Context: an optimization exercise on an open-source flow, tuned for small area, a short achievable clock period and few clock cycles. The choices shown serve that exercise and are no tape-out recipe. The RTL of this run was laid out without a check of its function.

## flow/flow/run.sh

```bash
#!/bin/bash
set -euo pipefail
W=$PWD
rm -rf "$W/scripts_abc"
cp -r "$FLOW_HOME/scripts" "$W/scripts_abc"
cp "$W/flow/abc.script" "$W/scripts_abc/abc_speed.script"
bash "$W/standard.sh" SCRIPTS_DIR="$W/scripts_abc" ADDER_MAP_FILE= BUFFER_PORTS_ARGS="-buffer_cell sky130_fd_sc_hd__buf_1" SETUP_SLACK_MARGIN=6.5 SETUP_MOVE_SEQUENCE=sizeup,swap SKIP_INCREMENTAL_REPAIR=1 finish > "$W/standard_flow.log" 2>&1
```

## flow/constraint.sdc

```tcl
create_clock -name core_clock -period 15.0 [get_ports {clk}]
set_input_delay 3.0000 -clock core_clock [delete_from_list [all_inputs] [get_ports {clk}]]
set_output_delay 3.0000 -clock core_clock [all_outputs]
set_load 0.01 [all_outputs]
```

## flow/standard.sh

```bash
#!/bin/bash
# synth_recipe.tcl (not shown) runs the flow's synth.tcl, then flattens the netlist and writes it again
# the make line also repeats each setting of config.mk as NAME=value (left out here)
make -C /OpenROAD-flow-scripts/flow DESIGN_CONFIG=/design/flow/config.mk WORK_HOME=/design/flow/orfs CLKGATE_MAP_FILE= SYNTH_SCRIPT=/design/flow/synth_recipe.tcl "${@:-finish}"
```

## flow/config.mk

```make
export PLATFORM = sky130hd
export DESIGN_NAME = Bin2BCD
export DESIGN_NICKNAME = Bin2BCD
export VERILOG_FILES = /design/flow/design.v
export SDC_FILE = /design/flow/constraint.sdc
export NUM_CORES = 4
export LEC_CHECK = 0
export CAP_MARGIN = 20
export CORE_MARGIN = 2
export CORE_UTILIZATION = 60
export SLEW_MARGIN = 20
```

## flow/design.v

```verilog
module Bin2BCD(input wire clk, input wire rst, input wire en, input wire [31:0] din,
  output wire [39:0] digs, output reg done);
  wire [0:0] i_q0 = 1'b0, i_q1 = 1'b0, i_q2 = 1'b0;
  wire [0:0] i_c = din[31];
  wire [0:0] x1_h, x1_q0, x1_q1, x1_q2;
  assign x1_h[0] = 1'b0;
  assign x1_q0[0] = i_c[0];
  assign x1_q1[0] = 1'b0;
  assign x1_q2[0] = 1'b0;
  wire [0:0] x1_c = din[30];
  wire [0:0] x1_Q0 = x1_q0;
  wire [0:0] x1_Q1 = x1_q1;
  wire [0:0] x1_Q2 = x1_q2;
  wire [0:0] x2_h, x2_q0, x2_q1, x2_q2;
  assign x2_h[0] = 1'b0;
  assign x2_q0[0] = ~((x1_Q0[0] & x1_c[0]) | ~(x1_Q0[0] | x1_c[0]));
  assign x2_q1[0] = ~(~x1_Q0[0] | x1_c[0]);
  assign x2_q2[0] = (x1_Q0[0] & x1_c[0]);
  wire [0:0] x2_c = din[29];
  wire [0:0] x2_Q0 = x2_q0;
  wire [0:0] x2_Q1 = x2_q1;
  wire [0:0] x2_Q2 = x2_q2;
  wire [0:0] x3_h, x3_q0, x3_q1, x3_q2;
  assign x3_h[0] = ((x2_Q1[0] & x2_c[0]) | x2_Q2[0]);
  assign x3_q0[0] = ~((x2_Q0[0] & x2_c[0]) | ~(x2_Q0[0] | x2_Q2[0] | x2_c[0]) | x2_Q1[0]);
  assign x3_q1[0] = ~((x2_Q0[0] & x2_c[0]) | ~((x2_Q2[0] & x2_c[0]) | x2_Q0[0]));
  assign x3_q2[0] = ~((x2_Q1[0] & x2_c[0]) | ~((x2_Q1[0] | x2_c[0]) & x2_Q0[0]));
  wire [1:0] x3_c = {x3_h[0:0], din[28]};
  wire [1:0] x3_Q0 = {1'b0, x3_q0};
  wire [1:0] x3_Q1 = {1'b0, x3_q1};
  wire [1:0] x3_Q2 = {1'b0, x3_q2};
  wire [1:0] x4_h, x4_q0, x4_q1, x4_q2;
  assign x4_h[0:0] = ((x3_Q1[0:0] & x3_c[0:0]) | x3_Q2[0:0]);
  assign x4_q0[0:0] = ~((x3_Q0[0:0] & x3_c[0:0]) | ~(x3_Q0[0:0] | x3_Q2[0:0] | x3_c[0:0]) | x3_Q1[0:0]);
  assign x4_q1[0:0] = ~((x3_Q0[0:0] & x3_c[0:0]) | ~((x3_Q2[0:0] & x3_c[0:0]) | x3_Q0[0:0]));
  assign x4_q2[0:0] = ~((x3_Q0[0:0] & x3_Q1[0:0] & x3_c[0:0]) | ~((x3_Q0[0:0] & x3_c[0:0]) | x3_Q1[0:0]));
  assign x4_h[1] = 1'b0;
  assign x4_q0[1] = x3_c[1];
  assign x4_q1[1] = 1'b0;
  assign x4_q2[1] = 1'b0;
  wire [1:0] x4_c = {x4_h[0:0], din[27]};
  wire [1:0] x4_Q0 = x4_q0;
  wire [1:0] x4_Q1 = x4_q1;
  wire [1:0] x4_Q2 = x4_q2;
  wire [1:0] x5_h, x5_q0, x5_q1, x5_q2;
  assign x5_h[0:0] = ((x4_Q1[0:0] & x4_c[0:0]) | x4_Q2[0:0]);
  assign x5_q0[0:0] = ~((x4_Q0[0:0] & x4_c[0:0]) | ~(x4_Q0[0:0] | x4_Q2[0:0] | x4_c[0:0]) | x4_Q1[0:0]);
  assign x5_q1[0:0] = ~((x4_Q0[0:0] & x4_c[0:0]) | ~((x4_Q2[0:0] & x4_c[0:0]) | x4_Q0[0:0]));
  assign x5_q2[0:0] = ~((x4_Q0[0:0] & x4_Q1[0:0] & x4_c[0:0]) | ~((x4_Q0[0:0] & x4_c[0:0]) | x4_Q1[0:0]));
  assign x5_h[1] = 1'b0;
  assign x5_q0[1] = ~((x4_Q0[1] & x4_c[1]) | ~(x4_Q0[1] | x4_c[1]));
  assign x5_q1[1] = ~(~x4_Q0[1] | x4_c[1]);
  assign x5_q2[1] = (x4_Q0[1] & x4_c[1]);
  wire [1:0] x5_c = {x5_h[0:0], din[26]};
  wire [1:0] x5_Q0 = x5_q0;
  wire [1:0] x5_Q1 = x5_q1;
  wire [1:0] x5_Q2 = x5_q2;
  wire [1:0] x6_h, x6_q0, x6_q1, x6_q2;
  assign x6_h[0:0] = ((x5_Q1[0:0] & x5_c[0:0]) | x5_Q2[0:0]);
  assign x6_q0[0:0] = ~((x5_Q0[0:0] & x5_c[0:0]) | ~(x5_Q0[0:0] | x5_Q2[0:0] | x5_c[0:0]) | x5_Q1[0:0]);
  assign x6_q1[0:0] = ~((x5_Q0[0:0] & x5_c[0:0]) | ~((x5_Q2[0:0] & x5_c[0:0]) | x5_Q0[0:0]));
  assign x6_q2[0:0] = ~((x5_Q0[0:0] & x5_Q1[0:0] & x5_c[0:0]) | ~((x5_Q0[0:0] & x5_c[0:0]) | x5_Q1[0:0]));
  assign x6_h[1] = ((x5_Q1[1] & x5_c[1]) | x5_Q2[1]);
  assign x6_q0[1] = ~((x5_Q0[1] & x5_c[1]) | ~(x5_Q0[1] | x5_Q2[1] | x5_c[1]) | x5_Q1[1]);
  assign x6_q1[1] = ~(~x5_Q0[1] | x5_c[1]);
  assign x6_q2[1] = ~((x5_Q1[1] & x5_c[1]) | ~((x5_Q1[1] | x5_c[1]) & x5_Q0[1]));
  wire [2:0] x6_c = {x6_h[1:0], din[25]};
  wire [2:0] x6_Q0 = {1'b0, x6_q0};
  wire [2:0] x6_Q1 = {1'b0, x6_q1};
  wire [2:0] x6_Q2 = {1'b0, x6_q2};
  wire [2:0] x7_h, x7_q0, x7_q1, x7_q2;
  assign x7_h[1:0] = ((x6_Q1[1:0] & x6_c[1:0]) | x6_Q2[1:0]);
  assign x7_q0[1:0] = ~((x6_Q0[1:0] & x6_c[1:0]) | ~(x6_Q0[1:0] | x6_Q2[1:0] | x6_c[1:0]) | x6_Q1[1:0]);
  assign x7_q1[1:0] = ~((x6_Q0[1:0] & x6_c[1:0]) | ~((x6_Q2[1:0] & x6_c[1:0]) | x6_Q0[1:0]));
  assign x7_q2[1:0] = ~((x6_Q0[1:0] & x6_Q1[1:0] & x6_c[1:0]) | ~((x6_Q0[1:0] & x6_c[1:0]) | x6_Q1[1:0]));
  assign x7_h[2] = 1'b0;
  assign x7_q0[2] = x6_c[2];
  assign x7_q1[2] = 1'b0;
  assign x7_q2[2] = 1'b0;
  wire [2:0] x7_c = {x7_h[1:0], din[24]};
  wire [2:0] x7_Q0 = x7_q0;
  wire [2:0] x7_Q1 = x7_q1;
  wire [2:0] x7_Q2 = x7_q2;
  wire [2:0] x8_h, x8_q0, x8_q1, x8_q2;
  assign x8_h[1:0] = ((x7_Q1[1:0] & x7_c[1:0]) | x7_Q2[1:0]);
  assign x8_q0[1:0] = ~((x7_Q0[1:0] & x7_c[1:0]) | ~(x7_Q0[1:0] | x7_Q2[1:0] | x7_c[1:0]) | x7_Q1[1:0]);
  assign x8_q1[1:0] = ~((x7_Q0[1:0] & x7_c[1:0]) | ~((x7_Q2[1:0] & x7_c[1:0]) | x7_Q0[1:0]));
  assign x8_q2[1:0] = ~((x7_Q0[1:0] & x7_Q1[1:0] & x7_c[1:0]) | ~((x7_Q0[1:0] & x7_c[1:0]) | x7_Q1[1:0]));
  assign x8_h[2] = 1'b0;
  assign x8_q0[2] = (x7_Q0[2] | x7_c[2]);
  assign x8_q1[2] = x7_Q0[2];
  assign x8_q2[2] = 1'b0;
  wire [2:0] x8_c = {x8_h[1:0], din[23]};
  wire [2:0] x8_Q0 = x8_q0;
  wire [2:0] x8_Q1 = x8_q1;
  wire [2:0] x8_Q2 = x8_q2;
  wire [2:0] x9_h, x9_q0, x9_q1, x9_q2;
  assign x9_h[1:0] = ((x8_Q1[1:0] & x8_c[1:0]) | x8_Q2[1:0]);
  assign x9_q0[1:0] = ~((x8_Q0[1:0] & x8_c[1:0]) | ~(x8_Q0[1:0] | x8_Q2[1:0] | x8_c[1:0]) | x8_Q1[1:0]);
  assign x9_q1[1:0] = ~((x8_Q0[1:0] & x8_c[1:0]) | ~((x8_Q2[1:0] & x8_c[1:0]) | x8_Q0[1:0]));
  assign x9_q2[1:0] = ~((x8_Q0[1:0] & x8_Q1[1:0] & x8_c[1:0]) | ~((x8_Q0[1:0] & x8_c[1:0]) | x8_Q1[1:0]));
  assign x9_h[2] = (x8_Q0[2] & x8_Q1[2] & x8_c[2]);
  assign x9_q0[2] = ~((x8_Q0[2] & x8_c[2]) | ~(x8_Q0[2] | x8_c[2]) | x8_Q1[2]);
  assign x9_q1[2] = ~(~x8_Q0[2] | x8_c[2]);
  assign x9_q2[2] = ~((x8_Q1[2] & x8_c[2]) | ~((x8_Q1[2] | x8_c[2]) & x8_Q0[2]));
  wire [3:0] x9_c = {x9_h[2:0], din[22]};
  wire [3:0] x9_Q0 = {1'b0, x9_q0};
  wire [3:0] x9_Q1 = {1'b0, x9_q1};
  wire [3:0] x9_Q2 = {1'b0, x9_q2};
  wire [3:0] x10_h, x10_q0, x10_q1, x10_q2;
  assign x10_h[2:0] = ((x9_Q1[2:0] & x9_c[2:0]) | x9_Q2[2:0]);
  assign x10_q0[2:0] = ~((x9_Q0[2:0] & x9_c[2:0]) | ~(x9_Q0[2:0] | x9_Q2[2:0] | x9_c[2:0]) | x9_Q1[2:0]);
  assign x10_q1[2:0] = ~((x9_Q0[2:0] & x9_c[2:0]) | ~((x9_Q2[2:0] & x9_c[2:0]) | x9_Q0[2:0]));
  assign x10_q2[2:0] = ~((x9_Q0[2:0] & x9_Q1[2:0] & x9_c[2:0]) | ~((x9_Q0[2:0] & x9_c[2:0]) | x9_Q1[2:0]));
  assign x10_h[3] = 1'b0;
  assign x10_q0[3] = x9_c[3];
  assign x10_q1[3] = 1'b0;
  assign x10_q2[3] = 1'b0;
  wire [3:0] x10_c = {x10_h[2:0], din[21]};
  wire [3:0] x10_Q0 = x10_q0;
  wire [3:0] x10_Q1 = x10_q1;
  wire [3:0] x10_Q2 = x10_q2;
  wire [3:0] x11_h, x11_q0, x11_q1, x11_q2;
  assign x11_h[2:0] = ((x10_Q1[2:0] & x10_c[2:0]) | x10_Q2[2:0]);
  assign x11_q0[2:0] = ~((x10_Q0[2:0] & x10_c[2:0]) | ~(x10_Q0[2:0] | x10_Q2[2:0] | x10_c[2:0]) | x10_Q1[2:0]);
  assign x11_q1[2:0] = ~((x10_Q0[2:0] & x10_c[2:0]) | ~((x10_Q2[2:0] & x10_c[2:0]) | x10_Q0[2:0]));
  assign x11_q2[2:0] = ~((x10_Q0[2:0] & x10_Q1[2:0] & x10_c[2:0]) | ~((x10_Q0[2:0] & x10_c[2:0]) | x10_Q1[2:0]));
  assign x11_h[3] = 1'b0;
  assign x11_q0[3] = (x10_Q0[3] | x10_c[3]);
  assign x11_q1[3] = x10_Q0[3];
  assign x11_q2[3] = 1'b0;
  wire [3:0] x11_c = {x11_h[2:0], din[20]};
  wire [3:0] x11_Q0 = x11_q0;
  wire [3:0] x11_Q1 = x11_q1;
  wire [3:0] x11_Q2 = x11_q2;
  wire [3:0] x12_h, x12_q0, x12_q1, x12_q2;
  assign x12_h[2:0] = ((x11_Q1[2:0] & x11_c[2:0]) | x11_Q2[2:0]);
  assign x12_q0[2:0] = ~((x11_Q0[2:0] & x11_c[2:0]) | ~(x11_Q0[2:0] | x11_Q2[2:0] | x11_c[2:0]) | x11_Q1[2:0]);
  assign x12_q1[2:0] = ~((x11_Q0[2:0] & x11_c[2:0]) | ~((x11_Q2[2:0] & x11_c[2:0]) | x11_Q0[2:0]));
  assign x12_q2[2:0] = ~((x11_Q0[2:0] & x11_Q1[2:0] & x11_c[2:0]) | ~((x11_Q0[2:0] & x11_c[2:0]) | x11_Q1[2:0]));
  assign x12_h[3] = 1'b0;
  assign x12_q0[3] = ~((x11_Q0[3] & x11_c[3]) | ~(x11_Q0[3] | x11_c[3]) | x11_Q1[3]);
  assign x12_q1[3] = ~(~x11_Q0[3] | x11_c[3]);
  assign x12_q2[3] = ((x11_Q1[3] | x11_c[3]) & x11_Q0[3]);
  wire [3:0] x12_c = {x12_h[2:0], din[19]};
  wire [3:0] x12_Q0 = x12_q0;
  wire [3:0] x12_Q1 = x12_q1;
  wire [3:0] x12_Q2 = x12_q2;
  wire [3:0] x13_h, x13_q0, x13_q1, x13_q2;
  assign x13_h[2:0] = ((x12_Q1[2:0] & x12_c[2:0]) | x12_Q2[2:0]);
  assign x13_q0[2:0] = ~((x12_Q0[2:0] & x12_c[2:0]) | ~(x12_Q0[2:0] | x12_Q2[2:0] | x12_c[2:0]) | x12_Q1[2:0]);
  assign x13_q1[2:0] = ~((x12_Q0[2:0] & x12_c[2:0]) | ~((x12_Q2[2:0] & x12_c[2:0]) | x12_Q0[2:0]));
  assign x13_q2[2:0] = ~((x12_Q0[2:0] & x12_Q1[2:0] & x12_c[2:0]) | ~((x12_Q0[2:0] & x12_c[2:0]) | x12_Q1[2:0]));
  assign x13_h[3] = ((x12_Q1[3] & x12_c[3]) | x12_Q2[3]);
  assign x13_q0[3] = ~((x12_Q0[3] & x12_c[3]) | ~(x12_Q0[3] | x12_Q2[3] | x12_c[3]) | x12_Q1[3]);
  assign x13_q1[3] = ~((x12_Q0[3] & x12_c[3]) | ~((x12_Q2[3] & x12_c[3]) | x12_Q0[3]));
  assign x13_q2[3] = ~((x12_Q1[3] & x12_c[3]) | ~((x12_Q0[3] & x12_c[3]) | x12_Q1[3]));
  wire [4:0] x13_c = {x13_h[3:0], din[18]};
  wire [4:0] x13_Q0 = {1'b0, x13_q0};
  wire [4:0] x13_Q1 = {1'b0, x13_q1};
  wire [4:0] x13_Q2 = {1'b0, x13_q2};
  wire [4:0] x14_h, x14_q0, x14_q1, x14_q2;
  assign x14_h[3:0] = ((x13_Q1[3:0] & x13_c[3:0]) | x13_Q2[3:0]);
  assign x14_q0[3:0] = ~((x13_Q0[3:0] & x13_c[3:0]) | ~(x13_Q0[3:0] | x13_Q2[3:0] | x13_c[3:0]) | x13_Q1[3:0]);
  assign x14_q1[3:0] = ~((x13_Q0[3:0] & x13_c[3:0]) | ~((x13_Q2[3:0] & x13_c[3:0]) | x13_Q0[3:0]));
  assign x14_q2[3:0] = ~((x13_Q0[3:0] & x13_Q1[3:0] & x13_c[3:0]) | ~((x13_Q0[3:0] & x13_c[3:0]) | x13_Q1[3:0]));
  assign x14_h[4] = 1'b0;
  assign x14_q0[4] = x13_c[4];
  assign x14_q1[4] = 1'b0;
  assign x14_q2[4] = 1'b0;
  wire [4:0] x14_c = {x14_h[3:0], din[17]};
  wire [4:0] x14_Q0 = x14_q0;
  wire [4:0] x14_Q1 = x14_q1;
  wire [4:0] x14_Q2 = x14_q2;
  wire [4:0] x15_h, x15_q0, x15_q1, x15_q2;
  assign x15_h[3:0] = ((x14_Q1[3:0] & x14_c[3:0]) | x14_Q2[3:0]);
  assign x15_q0[3:0] = ~((x14_Q0[3:0] & x14_c[3:0]) | ~(x14_Q0[3:0] | x14_Q2[3:0] | x14_c[3:0]) | x14_Q1[3:0]);
  assign x15_q1[3:0] = ~((x14_Q0[3:0] & x14_c[3:0]) | ~((x14_Q2[3:0] & x14_c[3:0]) | x14_Q0[3:0]));
  assign x15_q2[3:0] = ~((x14_Q0[3:0] & x14_Q1[3:0] & x14_c[3:0]) | ~((x14_Q0[3:0] & x14_c[3:0]) | x14_Q1[3:0]));
  assign x15_h[4] = 1'b0;
  assign x15_q0[4] = ~((x14_Q0[4] & x14_c[4]) | ~(x14_Q0[4] | x14_c[4]));
  assign x15_q1[4] = ~(~x14_Q0[4] | x14_c[4]);
  assign x15_q2[4] = (x14_Q0[4] & x14_c[4]);
  wire [4:0] x15_c = {x15_h[3:0], din[16]};
  wire [4:0] x15_Q0 = x15_q0;
  wire [4:0] x15_Q1 = x15_q1;
  wire [4:0] x15_Q2 = x15_q2;
  wire [4:0] x16_h, x16_q0, x16_q1, x16_q2;
  assign x16_h[3:0] = ((x15_Q1[3:0] & x15_c[3:0]) | x15_Q2[3:0]);
  assign x16_q0[3:0] = ~((x15_Q0[3:0] & x15_c[3:0]) | ~(x15_Q0[3:0] | x15_Q2[3:0] | x15_c[3:0]) | x15_Q1[3:0]);
  assign x16_q1[3:0] = ~((x15_Q0[3:0] & x15_c[3:0]) | ~((x15_Q2[3:0] & x15_c[3:0]) | x15_Q0[3:0]));
  assign x16_q2[3:0] = ~((x15_Q0[3:0] & x15_Q1[3:0] & x15_c[3:0]) | ~((x15_Q0[3:0] & x15_c[3:0]) | x15_Q1[3:0]));
  assign x16_h[4] = ((x15_Q1[4] & x15_c[4]) | x15_Q2[4]);
  assign x16_q0[4] = ~((x15_Q0[4] & x15_c[4]) | ~(x15_Q0[4] | x15_Q2[4] | x15_c[4]) | x15_Q1[4]);
  assign x16_q1[4] = ~(~x15_Q0[4] | x15_c[4]);
  assign x16_q2[4] = ~((x15_Q1[4] & x15_c[4]) | ~((x15_Q1[4] | x15_c[4]) & x15_Q0[4]));
  wire [5:0] x16_c = {x16_h[4:0], din[15]};
  wire [5:0] x16_Q0 = {1'b0, x16_q0};
  wire [5:0] x16_Q1 = {1'b0, x16_q1};
  wire [5:0] x16_Q2 = {1'b0, x16_q2};
  wire [5:0] x17_h, x17_q0, x17_q1, x17_q2;
  assign x17_h[4:0] = ((x16_Q1[4:0] & x16_c[4:0]) | x16_Q2[4:0]);
  assign x17_q0[4:0] = ~((x16_Q0[4:0] & x16_c[4:0]) | ~(x16_Q0[4:0] | x16_Q2[4:0] | x16_c[4:0]) | x16_Q1[4:0]);
  assign x17_q1[4:0] = ~((x16_Q0[4:0] & x16_c[4:0]) | ~((x16_Q2[4:0] & x16_c[4:0]) | x16_Q0[4:0]));
  assign x17_q2[4:0] = ~((x16_Q0[4:0] & x16_Q1[4:0] & x16_c[4:0]) | ~((x16_Q0[4:0] & x16_c[4:0]) | x16_Q1[4:0]));
  assign x17_h[5] = 1'b0;
  assign x17_q0[5] = x16_c[5];
  assign x17_q1[5] = 1'b0;
  assign x17_q2[5] = 1'b0;
  wire [5:0] x17_c = {x17_h[4:0], din[14]};
  wire [5:0] x17_Q0 = x17_q0;
  wire [5:0] x17_Q1 = x17_q1;
  wire [5:0] x17_Q2 = x17_q2;
  always @(posedge clk) done <= rst & en;
  reg [5:0] r_q0, r_q1, r_q2, r_c;
  reg [13:0] r_lo;
  always @(posedge clk) begin
    r_q0 <= x17_Q0; r_q1 <= x17_Q1; r_q2 <= x17_Q2; r_c <= x17_c;
    r_lo <= din[13:0];
  end
  wire [5:0] y18_h, y18_q0, y18_q1, y18_q2;
  assign y18_h[4:0] = ((r_q1[4:0] & r_c[4:0]) | r_q2[4:0]);
  assign y18_q0[4:0] = ~((r_q0[4:0] & r_c[4:0]) | ~(r_q0[4:0] | r_q2[4:0] | r_c[4:0]) | r_q1[4:0]);
  assign y18_q1[4:0] = ~((r_q0[4:0] & r_c[4:0]) | ~((r_q2[4:0] & r_c[4:0]) | r_q0[4:0]));
  assign y18_q2[4:0] = ~((r_q0[4:0] & r_q1[4:0] & r_c[4:0]) | ~((r_q0[4:0] & r_c[4:0]) | r_q1[4:0]));
  assign y18_h[5] = 1'b0;
  assign y18_q0[5] = (r_q0[5] | r_c[5]);
  assign y18_q1[5] = r_q0[5];
  assign y18_q2[5] = 1'b0;
  wire [5:0] y18_c = {y18_h[4:0], r_lo[13]};
  wire [5:0] y18_Q0 = y18_q0;
  wire [5:0] y18_Q1 = y18_q1;
  wire [5:0] y18_Q2 = y18_q2;
  wire [5:0] y19_h, y19_q0, y19_q1, y19_q2;
  assign y19_h[4:0] = ((y18_Q1[4:0] & y18_c[4:0]) | y18_Q2[4:0]);
  assign y19_q0[4:0] = ~((y18_Q0[4:0] & y18_c[4:0]) | ~(y18_Q0[4:0] | y18_Q2[4:0] | y18_c[4:0]) | y18_Q1[4:0]);
  assign y19_q1[4:0] = ~((y18_Q0[4:0] & y18_c[4:0]) | ~((y18_Q2[4:0] & y18_c[4:0]) | y18_Q0[4:0]));
  assign y19_q2[4:0] = ~((y18_Q0[4:0] & y18_Q1[4:0] & y18_c[4:0]) | ~((y18_Q0[4:0] & y18_c[4:0]) | y18_Q1[4:0]));
  assign y19_h[5] = (y18_Q0[5] & y18_Q1[5] & y18_c[5]);
  assign y19_q0[5] = ~((y18_Q0[5] & y18_c[5]) | ~(y18_Q0[5] | y18_c[5]) | y18_Q1[5]);
  assign y19_q1[5] = ~(~y18_Q0[5] | y18_c[5]);
  assign y19_q2[5] = ~((y18_Q1[5] & y18_c[5]) | ~((y18_Q1[5] | y18_c[5]) & y18_Q0[5]));
  wire [6:0] y19_c = {y19_h[5:0], r_lo[12]};
  wire [6:0] y19_Q0 = {1'b0, y19_q0};
  wire [6:0] y19_Q1 = {1'b0, y19_q1};
  wire [6:0] y19_Q2 = {1'b0, y19_q2};
  wire [6:0] y20_h, y20_q0, y20_q1, y20_q2;
  assign y20_h[5:0] = ((y19_Q1[5:0] & y19_c[5:0]) | y19_Q2[5:0]);
  assign y20_q0[5:0] = ~((y19_Q0[5:0] & y19_c[5:0]) | ~(y19_Q0[5:0] | y19_Q2[5:0] | y19_c[5:0]) | y19_Q1[5:0]);
  assign y20_q1[5:0] = ~((y19_Q0[5:0] & y19_c[5:0]) | ~((y19_Q2[5:0] & y19_c[5:0]) | y19_Q0[5:0]));
  assign y20_q2[5:0] = ~((y19_Q0[5:0] & y19_Q1[5:0] & y19_c[5:0]) | ~((y19_Q0[5:0] & y19_c[5:0]) | y19_Q1[5:0]));
  assign y20_h[6] = 1'b0;
  assign y20_q0[6] = y19_c[6];
  assign y20_q1[6] = 1'b0;
  assign y20_q2[6] = 1'b0;
  wire [6:0] y20_c = {y20_h[5:0], r_lo[11]};
  wire [6:0] y20_Q0 = y20_q0;
  wire [6:0] y20_Q1 = y20_q1;
  wire [6:0] y20_Q2 = y20_q2;
  wire [6:0] y21_h, y21_q0, y21_q1, y21_q2;
  assign y21_h[5:0] = ((y20_Q1[5:0] & y20_c[5:0]) | y20_Q2[5:0]);
  assign y21_q0[5:0] = ~((y20_Q0[5:0] & y20_c[5:0]) | ~(y20_Q0[5:0] | y20_Q2[5:0] | y20_c[5:0]) | y20_Q1[5:0]);
  assign y21_q1[5:0] = ~((y20_Q0[5:0] & y20_c[5:0]) | ~((y20_Q2[5:0] & y20_c[5:0]) | y20_Q0[5:0]));
  assign y21_q2[5:0] = ~((y20_Q0[5:0] & y20_Q1[5:0] & y20_c[5:0]) | ~((y20_Q0[5:0] & y20_c[5:0]) | y20_Q1[5:0]));
  assign y21_h[6] = 1'b0;
  assign y21_q0[6] = (y20_Q0[6] | y20_c[6]);
  assign y21_q1[6] = y20_Q0[6];
  assign y21_q2[6] = 1'b0;
  wire [6:0] y21_c = {y21_h[5:0], r_lo[10]};
  wire [6:0] y21_Q0 = y21_q0;
  wire [6:0] y21_Q1 = y21_q1;
  wire [6:0] y21_Q2 = y21_q2;
  wire [6:0] y22_h, y22_q0, y22_q1, y22_q2;
  assign y22_h[5:0] = ((y21_Q1[5:0] & y21_c[5:0]) | y21_Q2[5:0]);
  assign y22_q0[5:0] = ~((y21_Q0[5:0] & y21_c[5:0]) | ~(y21_Q0[5:0] | y21_Q2[5:0] | y21_c[5:0]) | y21_Q1[5:0]);
  assign y22_q1[5:0] = ~((y21_Q0[5:0] & y21_c[5:0]) | ~((y21_Q2[5:0] & y21_c[5:0]) | y21_Q0[5:0]));
  assign y22_q2[5:0] = ~((y21_Q0[5:0] & y21_Q1[5:0] & y21_c[5:0]) | ~((y21_Q0[5:0] & y21_c[5:0]) | y21_Q1[5:0]));
  assign y22_h[6] = 1'b0;
  assign y22_q0[6] = ~((y21_Q0[6] & y21_c[6]) | ~(y21_Q0[6] | y21_c[6]) | y21_Q1[6]);
  assign y22_q1[6] = ~(~y21_Q0[6] | y21_c[6]);
  assign y22_q2[6] = ((y21_Q1[6] | y21_c[6]) & y21_Q0[6]);
  wire [6:0] y22_c = {y22_h[5:0], r_lo[9]};
  wire [6:0] y22_Q0 = y22_q0;
  wire [6:0] y22_Q1 = y22_q1;
  wire [6:0] y22_Q2 = y22_q2;
  wire [6:0] y23_h, y23_q0, y23_q1, y23_q2;
  assign y23_h[5:0] = ((y22_Q1[5:0] & y22_c[5:0]) | y22_Q2[5:0]);
  assign y23_q0[5:0] = ~((y22_Q0[5:0] & y22_c[5:0]) | ~(y22_Q0[5:0] | y22_Q2[5:0] | y22_c[5:0]) | y22_Q1[5:0]);
  assign y23_q1[5:0] = ~((y22_Q0[5:0] & y22_c[5:0]) | ~((y22_Q2[5:0] & y22_c[5:0]) | y22_Q0[5:0]));
  assign y23_q2[5:0] = ~((y22_Q0[5:0] & y22_Q1[5:0] & y22_c[5:0]) | ~((y22_Q0[5:0] & y22_c[5:0]) | y22_Q1[5:0]));
  assign y23_h[6] = ((y22_Q1[6] & y22_c[6]) | y22_Q2[6]);
  assign y23_q0[6] = ~((y22_Q0[6] & y22_c[6]) | ~(y22_Q0[6] | y22_Q2[6] | y22_c[6]) | y22_Q1[6]);
  assign y23_q1[6] = ~((y22_Q0[6] & y22_c[6]) | ~((y22_Q2[6] & y22_c[6]) | y22_Q0[6]));
  assign y23_q2[6] = ~((y22_Q1[6] & y22_c[6]) | ~((y22_Q0[6] & y22_c[6]) | y22_Q1[6]));
  wire [7:0] y23_c = {y23_h[6:0], r_lo[8]};
  wire [7:0] y23_Q0 = {1'b0, y23_q0};
  wire [7:0] y23_Q1 = {1'b0, y23_q1};
  wire [7:0] y23_Q2 = {1'b0, y23_q2};
  wire [7:0] y24_h, y24_q0, y24_q1, y24_q2;
  assign y24_h[6:0] = ((y23_Q1[6:0] & y23_c[6:0]) | y23_Q2[6:0]);
  assign y24_q0[6:0] = ~((y23_Q0[6:0] & y23_c[6:0]) | ~(y23_Q0[6:0] | y23_Q2[6:0] | y23_c[6:0]) | y23_Q1[6:0]);
  assign y24_q1[6:0] = ~((y23_Q0[6:0] & y23_c[6:0]) | ~((y23_Q2[6:0] & y23_c[6:0]) | y23_Q0[6:0]));
  assign y24_q2[6:0] = ~((y23_Q0[6:0] & y23_Q1[6:0] & y23_c[6:0]) | ~((y23_Q0[6:0] & y23_c[6:0]) | y23_Q1[6:0]));
  assign y24_h[7] = 1'b0;
  assign y24_q0[7] = y23_c[7];
  assign y24_q1[7] = 1'b0;
  assign y24_q2[7] = 1'b0;
  wire [7:0] y24_c = {y24_h[6:0], r_lo[7]};
  wire [7:0] y24_Q0 = y24_q0;
  wire [7:0] y24_Q1 = y24_q1;
  wire [7:0] y24_Q2 = y24_q2;
  wire [7:0] y25_h, y25_q0, y25_q1, y25_q2;
  assign y25_h[6:0] = ((y24_Q1[6:0] & y24_c[6:0]) | y24_Q2[6:0]);
  assign y25_q0[6:0] = ~((y24_Q0[6:0] & y24_c[6:0]) | ~(y24_Q0[6:0] | y24_Q2[6:0] | y24_c[6:0]) | y24_Q1[6:0]);
  assign y25_q1[6:0] = ~((y24_Q0[6:0] & y24_c[6:0]) | ~((y24_Q2[6:0] & y24_c[6:0]) | y24_Q0[6:0]));
  assign y25_q2[6:0] = ~((y24_Q0[6:0] & y24_Q1[6:0] & y24_c[6:0]) | ~((y24_Q0[6:0] & y24_c[6:0]) | y24_Q1[6:0]));
  assign y25_h[7] = 1'b0;
  assign y25_q0[7] = ~((y24_Q0[7] & y24_c[7]) | ~(y24_Q0[7] | y24_c[7]));
  assign y25_q1[7] = ~(~y24_Q0[7] | y24_c[7]);
  assign y25_q2[7] = (y24_Q0[7] & y24_c[7]);
  wire [7:0] y25_c = {y25_h[6:0], r_lo[6]};
  wire [7:0] y25_Q0 = y25_q0;
  wire [7:0] y25_Q1 = y25_q1;
  wire [7:0] y25_Q2 = y25_q2;
  wire [7:0] y26_h, y26_q0, y26_q1, y26_q2;
  assign y26_h[6:0] = ((y25_Q1[6:0] & y25_c[6:0]) | y25_Q2[6:0]);
  assign y26_q0[6:0] = ~((y25_Q0[6:0] & y25_c[6:0]) | ~(y25_Q0[6:0] | y25_Q2[6:0] | y25_c[6:0]) | y25_Q1[6:0]);
  assign y26_q1[6:0] = ~((y25_Q0[6:0] & y25_c[6:0]) | ~((y25_Q2[6:0] & y25_c[6:0]) | y25_Q0[6:0]));
  assign y26_q2[6:0] = ~((y25_Q0[6:0] & y25_Q1[6:0] & y25_c[6:0]) | ~((y25_Q0[6:0] & y25_c[6:0]) | y25_Q1[6:0]));
  assign y26_h[7] = ((y25_Q1[7] & y25_c[7]) | y25_Q2[7]);
  assign y26_q0[7] = ~((y25_Q0[7] & y25_c[7]) | ~(y25_Q0[7] | y25_Q2[7] | y25_c[7]) | y25_Q1[7]);
  assign y26_q1[7] = ~(~y25_Q0[7] | y25_c[7]);
  assign y26_q2[7] = ~((y25_Q1[7] & y25_c[7]) | ~((y25_Q1[7] | y25_c[7]) & y25_Q0[7]));
  wire [8:0] y26_c = {y26_h[7:0], r_lo[5]};
  wire [8:0] y26_Q0 = {1'b0, y26_q0};
  wire [8:0] y26_Q1 = {1'b0, y26_q1};
  wire [8:0] y26_Q2 = {1'b0, y26_q2};
  wire [8:0] y27_h, y27_q0, y27_q1, y27_q2;
  assign y27_h[7:0] = ((y26_Q1[7:0] & y26_c[7:0]) | y26_Q2[7:0]);
  assign y27_q0[7:0] = ~((y26_Q0[7:0] & y26_c[7:0]) | ~(y26_Q0[7:0] | y26_Q2[7:0] | y26_c[7:0]) | y26_Q1[7:0]);
  assign y27_q1[7:0] = ~((y26_Q0[7:0] & y26_c[7:0]) | ~((y26_Q2[7:0] & y26_c[7:0]) | y26_Q0[7:0]));
  assign y27_q2[7:0] = ~((y26_Q0[7:0] & y26_Q1[7:0] & y26_c[7:0]) | ~((y26_Q0[7:0] & y26_c[7:0]) | y26_Q1[7:0]));
  assign y27_h[8] = 1'b0;
  assign y27_q0[8] = y26_c[8];
  assign y27_q1[8] = 1'b0;
  assign y27_q2[8] = 1'b0;
  wire [8:0] y27_c = {y27_h[7:0], r_lo[4]};
  wire [8:0] y27_Q0 = y27_q0;
  wire [8:0] y27_Q1 = y27_q1;
  wire [8:0] y27_Q2 = y27_q2;
  wire [8:0] y28_h, y28_q0, y28_q1, y28_q2;
  assign y28_h[7:0] = ((y27_Q1[7:0] & y27_c[7:0]) | y27_Q2[7:0]);
  assign y28_q0[7:0] = ~((y27_Q0[7:0] & y27_c[7:0]) | ~(y27_Q0[7:0] | y27_Q2[7:0] | y27_c[7:0]) | y27_Q1[7:0]);
  assign y28_q1[7:0] = ~((y27_Q0[7:0] & y27_c[7:0]) | ~((y27_Q2[7:0] & y27_c[7:0]) | y27_Q0[7:0]));
  assign y28_q2[7:0] = ~((y27_Q0[7:0] & y27_Q1[7:0] & y27_c[7:0]) | ~((y27_Q0[7:0] & y27_c[7:0]) | y27_Q1[7:0]));
  assign y28_h[8] = 1'b0;
  assign y28_q0[8] = (y27_Q0[8] | y27_c[8]);
  assign y28_q1[8] = y27_Q0[8];
  assign y28_q2[8] = 1'b0;
  wire [8:0] y28_c = {y28_h[7:0], r_lo[3]};
  wire [8:0] y28_Q0 = y28_q0;
  wire [8:0] y28_Q1 = y28_q1;
  wire [8:0] y28_Q2 = y28_q2;
  wire [8:0] y29_h, y29_q0, y29_q1, y29_q2;
  assign y29_h[7:0] = ((y28_Q1[7:0] & y28_c[7:0]) | y28_Q2[7:0]);
  assign y29_q0[7:0] = ~((y28_Q0[7:0] & y28_c[7:0]) | ~(y28_Q0[7:0] | y28_Q2[7:0] | y28_c[7:0]) | y28_Q1[7:0]);
  assign y29_q1[7:0] = ~((y28_Q0[7:0] & y28_c[7:0]) | ~((y28_Q2[7:0] & y28_c[7:0]) | y28_Q0[7:0]));
  assign y29_q2[7:0] = ~((y28_Q0[7:0] & y28_Q1[7:0] & y28_c[7:0]) | ~((y28_Q0[7:0] & y28_c[7:0]) | y28_Q1[7:0]));
  assign y29_h[8] = (y28_Q0[8] & y28_Q1[8] & y28_c[8]);
  assign y29_q0[8] = ~((y28_Q0[8] & y28_c[8]) | ~(y28_Q0[8] | y28_c[8]) | y28_Q1[8]);
  assign y29_q1[8] = ~(~y28_Q0[8] | y28_c[8]);
  assign y29_q2[8] = ~((y28_Q1[8] & y28_c[8]) | ~((y28_Q1[8] | y28_c[8]) & y28_Q0[8]));
  wire [9:0] y29_c = {y29_h[8:0], r_lo[2]};
  wire [9:0] y29_Q0 = {1'b0, y29_q0};
  wire [9:0] y29_Q1 = {1'b0, y29_q1};
  wire [9:0] y29_Q2 = {1'b0, y29_q2};
  wire [9:0] y30_h, y30_q0, y30_q1, y30_q2;
  assign y30_h[8:0] = ((y29_Q1[8:0] & y29_c[8:0]) | y29_Q2[8:0]);
  assign y30_q0[8:0] = ~((y29_Q0[8:0] & y29_c[8:0]) | ~(y29_Q0[8:0] | y29_Q2[8:0] | y29_c[8:0]) | y29_Q1[8:0]);
  assign y30_q1[8:0] = ~((y29_Q0[8:0] & y29_c[8:0]) | ~((y29_Q2[8:0] & y29_c[8:0]) | y29_Q0[8:0]));
  assign y30_q2[8:0] = ~((y29_Q0[8:0] & y29_Q1[8:0] & y29_c[8:0]) | ~((y29_Q0[8:0] & y29_c[8:0]) | y29_Q1[8:0]));
  assign y30_h[9] = 1'b0;
  assign y30_q0[9] = y29_c[9];
  assign y30_q1[9] = 1'b0;
  assign y30_q2[9] = 1'b0;
  wire [9:0] y30_c = {y30_h[8:0], r_lo[1]};
  wire [9:0] y30_Q0 = y30_q0;
  wire [9:0] y30_Q1 = y30_q1;
  wire [9:0] y30_Q2 = y30_q2;
  wire [9:0] y31_h, y31_q0, y31_q1, y31_q2;
  assign y31_h[8:0] = ((y30_Q1[8:0] & y30_c[8:0]) | y30_Q2[8:0]);
  assign y31_q0[8:0] = ((y30_Q2[8:0] | y30_c[8:0]) & ~((y30_Q1[8:0] | y30_Q2[8:0]) & y30_c[8:0]));
  assign y31_q1[8:0] = ~(~((y30_Q2[8:0] & y30_c[8:0]) | y30_Q0[8:0]) ^ y30_Q1[8:0]);
  assign y31_q2[8:0] = ~((y30_Q0[8:0] & y30_c[8:0]) | ~((y30_Q0[8:0] | y30_c[8:0]) & y30_Q1[8:0]));
  assign y31_h[9] = 1'b0;
  assign y31_q0[9] = y30_c[9];
  assign y31_q1[9] = y30_Q0[9];
  assign y31_q2[9] = 1'b0;
  wire [9:0] y31_c = {y31_h[8:0], r_lo[0]};
  wire [9:0] y31_Q0 = y31_q0;
  wire [9:0] y31_Q1 = y31_q1;
  wire [9:0] y31_Q2 = y31_q2;
  assign digs = {y31_Q2[9], y31_Q1[9], y31_Q0[9], y31_c[9], y31_Q2[8], y31_Q1[8], y31_Q0[8], y31_c[8], y31_Q2[7], y31_Q1[7], y31_Q0[7], y31_c[7], y31_Q2[6], y31_Q1[6], y31_Q0[6], y31_c[6], y31_Q2[5], y31_Q1[5], y31_Q0[5], y31_c[5], y31_Q2[4], y31_Q1[4], y31_Q0[4], y31_c[4], y31_Q2[3], y31_Q1[3], y31_Q0[3], y31_c[3], y31_Q2[2], y31_Q1[2], y31_Q0[2], y31_c[2], y31_Q2[1], y31_Q1[1], y31_Q0[1], y31_c[1], y31_Q2[0], y31_Q1[0], y31_Q0[0], y31_c[0]};
endmodule
```

## flow/flow/abc.script

```
strash
balance
rewrite
refactor
balance
rewrite
rewrite -z
balance
refactor -z
rewrite -z
balance
dc2
dch -f
amap
```

==> results.txt <==
final cells by class:
class,instances,area [sq um],share of cell area
repair buffers,74,289,0.0394
clock buffers,6,82.6,0.0113
well taps,136,170,0.0232
clock inverters,2,13.8,0.00188
inverters,129,490,0.0668
multi-input cells,1052,5550,0.756
flip-flops and latches,37,743,0.101
worst paths after layout:
kind	to	depth (start not counted)	startpoint	slack, ns
worst min-delay path	r_lo[0]	1	din[0]	2.79
worst max-delay path	digs[27]	33	r_c[4]	6.19
logic make-up (layout without fill, tap and decap cells):
kind of cell	Yosys count	in the layout	synth area share
buf+inv	131	211	0.0781
flops	37	37	0.116
other cells	1	1	0.000586
xor+xnor	1	1	0.00137
compound gates	554	554	0.496
simple gates	496	496	0.308
critical path, delay by kind of cell, from the launching register on:
| family | cells | cell delay [ns] |
|---|---|---|
| compound gates | 14 | 2.48 |
| flops | 1 | 0.33 |
| buf+inv | 3 | 0.35 |
| simple gates | 16 | 2.32 |
per-layer routing:
| layer | global-route usage | vias up |
|---|---|---|
| met5 | 0 | - |
| met4 | 0.0390 | 0 |
| met3 | 0.0334 | 10 |
| met2 | 0.464 | 71 |
| met1 | 0.295 | 3371 |
| li1 | - | 4439 |
through the flow:
step / area, sq um / utilization
2_1_floorplan: 6400 / -
3_3_place_gp: 6840 / 0.662
3_5_place_dp: 6840 / 0.662
4_1_cts: 7340 / 0.711
5_1_grt: 7340 / 0.711
6_report: 7340 / 0.711
state kept, by name, indices dropped and copies added (netlist names):
signal,cells
r_q1,5
done,1
r_lo,14
r_q2,5
r_c,6
r_q0,6
cell usage in the layout (no fill, tap or decap), types with 3 or more instances in the layout:
cell type,Yosys,final
o21ai_0,243,156
o21ai_2,0,28
nor2_2,0,23
or2_0,14,12
o21bai_1,5,5
o31a_1,5,5
o211ai_1,6,6
o31ai_2,0,3
clkinv_2,0,6
nor3_2,0,3
clkinv_1,129,124
nor3_1,13,10
buf_2,0,9
dfxtp_1,37,35
o22ai_1,15,13
a21boi_2,0,3
nand2_1,138,135
a21oi_2,0,15
buf_1,0,65
nor2b_1,6,6
o21ai_1,0,59
nor2_1,312,286
a21oi_1,151,135
o21a_1,88,88
or3_1,4,4
clkbuf_8,0,6
a21boi_1,0,3
a31oi_2,0,3
nor2_4,0,3
o31ai_1,12,7
a21boi_0,10,3
nand2_2,0,3
==> summary.txt <==
Outcome
  – Status: no timing/DRC/antenna violations

Global route
  – Tot GR Track Use: 0.245
  – Initial antenna violation count: 0
  – Largest net degree at the start of global routing: 13
  – GRT overflow: 0
  – First-pass GRT wire length: 25000 microns
  – Vias in the first global route: about 6.8k

Detailed routing
  – Drt drc: 0
  – Antenna violation net count after detailed routing: 0
  – TritonRoute pass-1 iters: 6
  – Detailed router's first-iteration violation count: 300
  – WL final: approximately 14000 microns
  – Met1 WL: slightly below 7000 microns
  – Routed len/inst: approximately 9.5 microns
  – Met2 routed WL: about 6400 microns
  – Via-per-instance ratio: about 5.5
  – Metal3 WL: 345 microns
  – Top Metal Used: met4
  – Via count: 7891

Timing
  – Final setup margin: approximately 6.2 ns
  – Setup TNS: 0 ns
  – Max Slew Vio Count: 0
  – Final Cycle Share: 0.587
  – Final setup fails: 0
  – Fin. Hold Viols: 0
  – FMAX: 0.114 GHz
  – Tmin final: slightly below 9 ns
  – Worst hold slack: approximately 2.8 ns

Synth
  – Async S/R FF share, synth: 0
  – Post-Syn Area per Cell: approximately 5.2 sq um
  – Cells after Synth: ~1.2k
  – Area leader, netlist: o21ai_0
  – Ranking of synthesized cells by area: o21ai_0 (19%), nor2_1 (18%), a21oi_1 (12%)
  – Post-synthesis instance area: roughly 6400 sq um
  – Yosys top cell area share: 0.190
  – Primary FF master, synth: dfxtp_1
  – Synth top cells by count: nor2_1 (312), o21ai_0 (243), a21oi_1 (151)
  – Syn_nets: 1255
  – Netlist cell types: 38
  – #FFs+latches synth: 37
  – Post-synth EDFFs: 0
  – Synthesis warning total: 1
  – Count leader, synth: nor2_1
  – Seq/Total Area, Yosys: 0.116

CTS
  – Setup bufs post-CTS: 0
  – Post-CTS sizing: around 210
  – Root Driver: clkbuf_8
  – Clock buffer count from CTS: 5
  – Hold buffer count at CTS: 0
  – Clock Path Buffers: 2
  – H-tree levels: 2
  – CTS tree: done
  – Num Clock Sinks: 37
  – Clk slew on worst S/H paths: approximately 0.07 ns

Floorplanning
  – I/O pin total: 76
  – Row count: 37
  – Starting Density: 0.619
  – Die area: approximately 12000 sq um
  – Chip Width: 107 microns
  – Core area: roughly 10000 sq um
  – Die Y: about 110 microns

Placement
  – Gpl congestion: about 0.8
  – Post-Place Setup Slack: 5.51 ns
  – Final HPWL DP: ~11000 microns
  – IO buf count: between 70 and 80
  – Placed Cells: 1428

Worst hold path
  – Worst Hold Class: primary input to flip-flop

Final layout
  – ANT cells: 0
  – Layout area overhead: 14.8%
  – Filler cells: slightly below 1k
  – Share of layout cells above drive strength 1: 0.0908
  – Cell Count, Final, Fillers Out: roughly 1.4k
  – Final #Nets: 1334

Critical path
  – Nature of the critical path startpoint: flip-flop
  – Worst path arrival time: between 5 and 6 ns
  – Slowest cell on crit path: or3_1
  – CP Class: flip-flop to output pin
  – CP endpoint kind: output pin
  – Most used cell, CP: nor2_1
  – CP max stage delay: ~0.34 ns
  – Worst EP required: ~12 ns
  – CP Max Fanout: 4

Job
  – Max-Cap Viols: 0

[re-timing with driven ports]
The flow's constraints put no driver on any port. The routed layout listed below was extracted and timed again, unchanged, in two steps.
Step 1: set_driving_cell puts a clkbuf_16 on clk and a buf_2 on each other input, an assumption about the parent block.
Step 2, shift: input delay + t, output delay - t, t = (earliest + latest rising clock arrival at the registers) / 2. This alone moves slack from input paths to output paths.
Three values: ideal, step 1, step 2; two values: the first two.
shift t [ns]: 0.328
slack for setup (ns): 6.191 / 6.158 / 6.094
worst hold slack (ns): 2.786 / 2.777 / 3.105
clock arrival spread, ns: 0.008 / 0.008
worst data-port slew with drivers (ns): 0.03
After both steps this run still meets setup and hold. For this run, drivers alone change the setup slack by -0.033 ns; drivers and shift together by -0.097 ns.
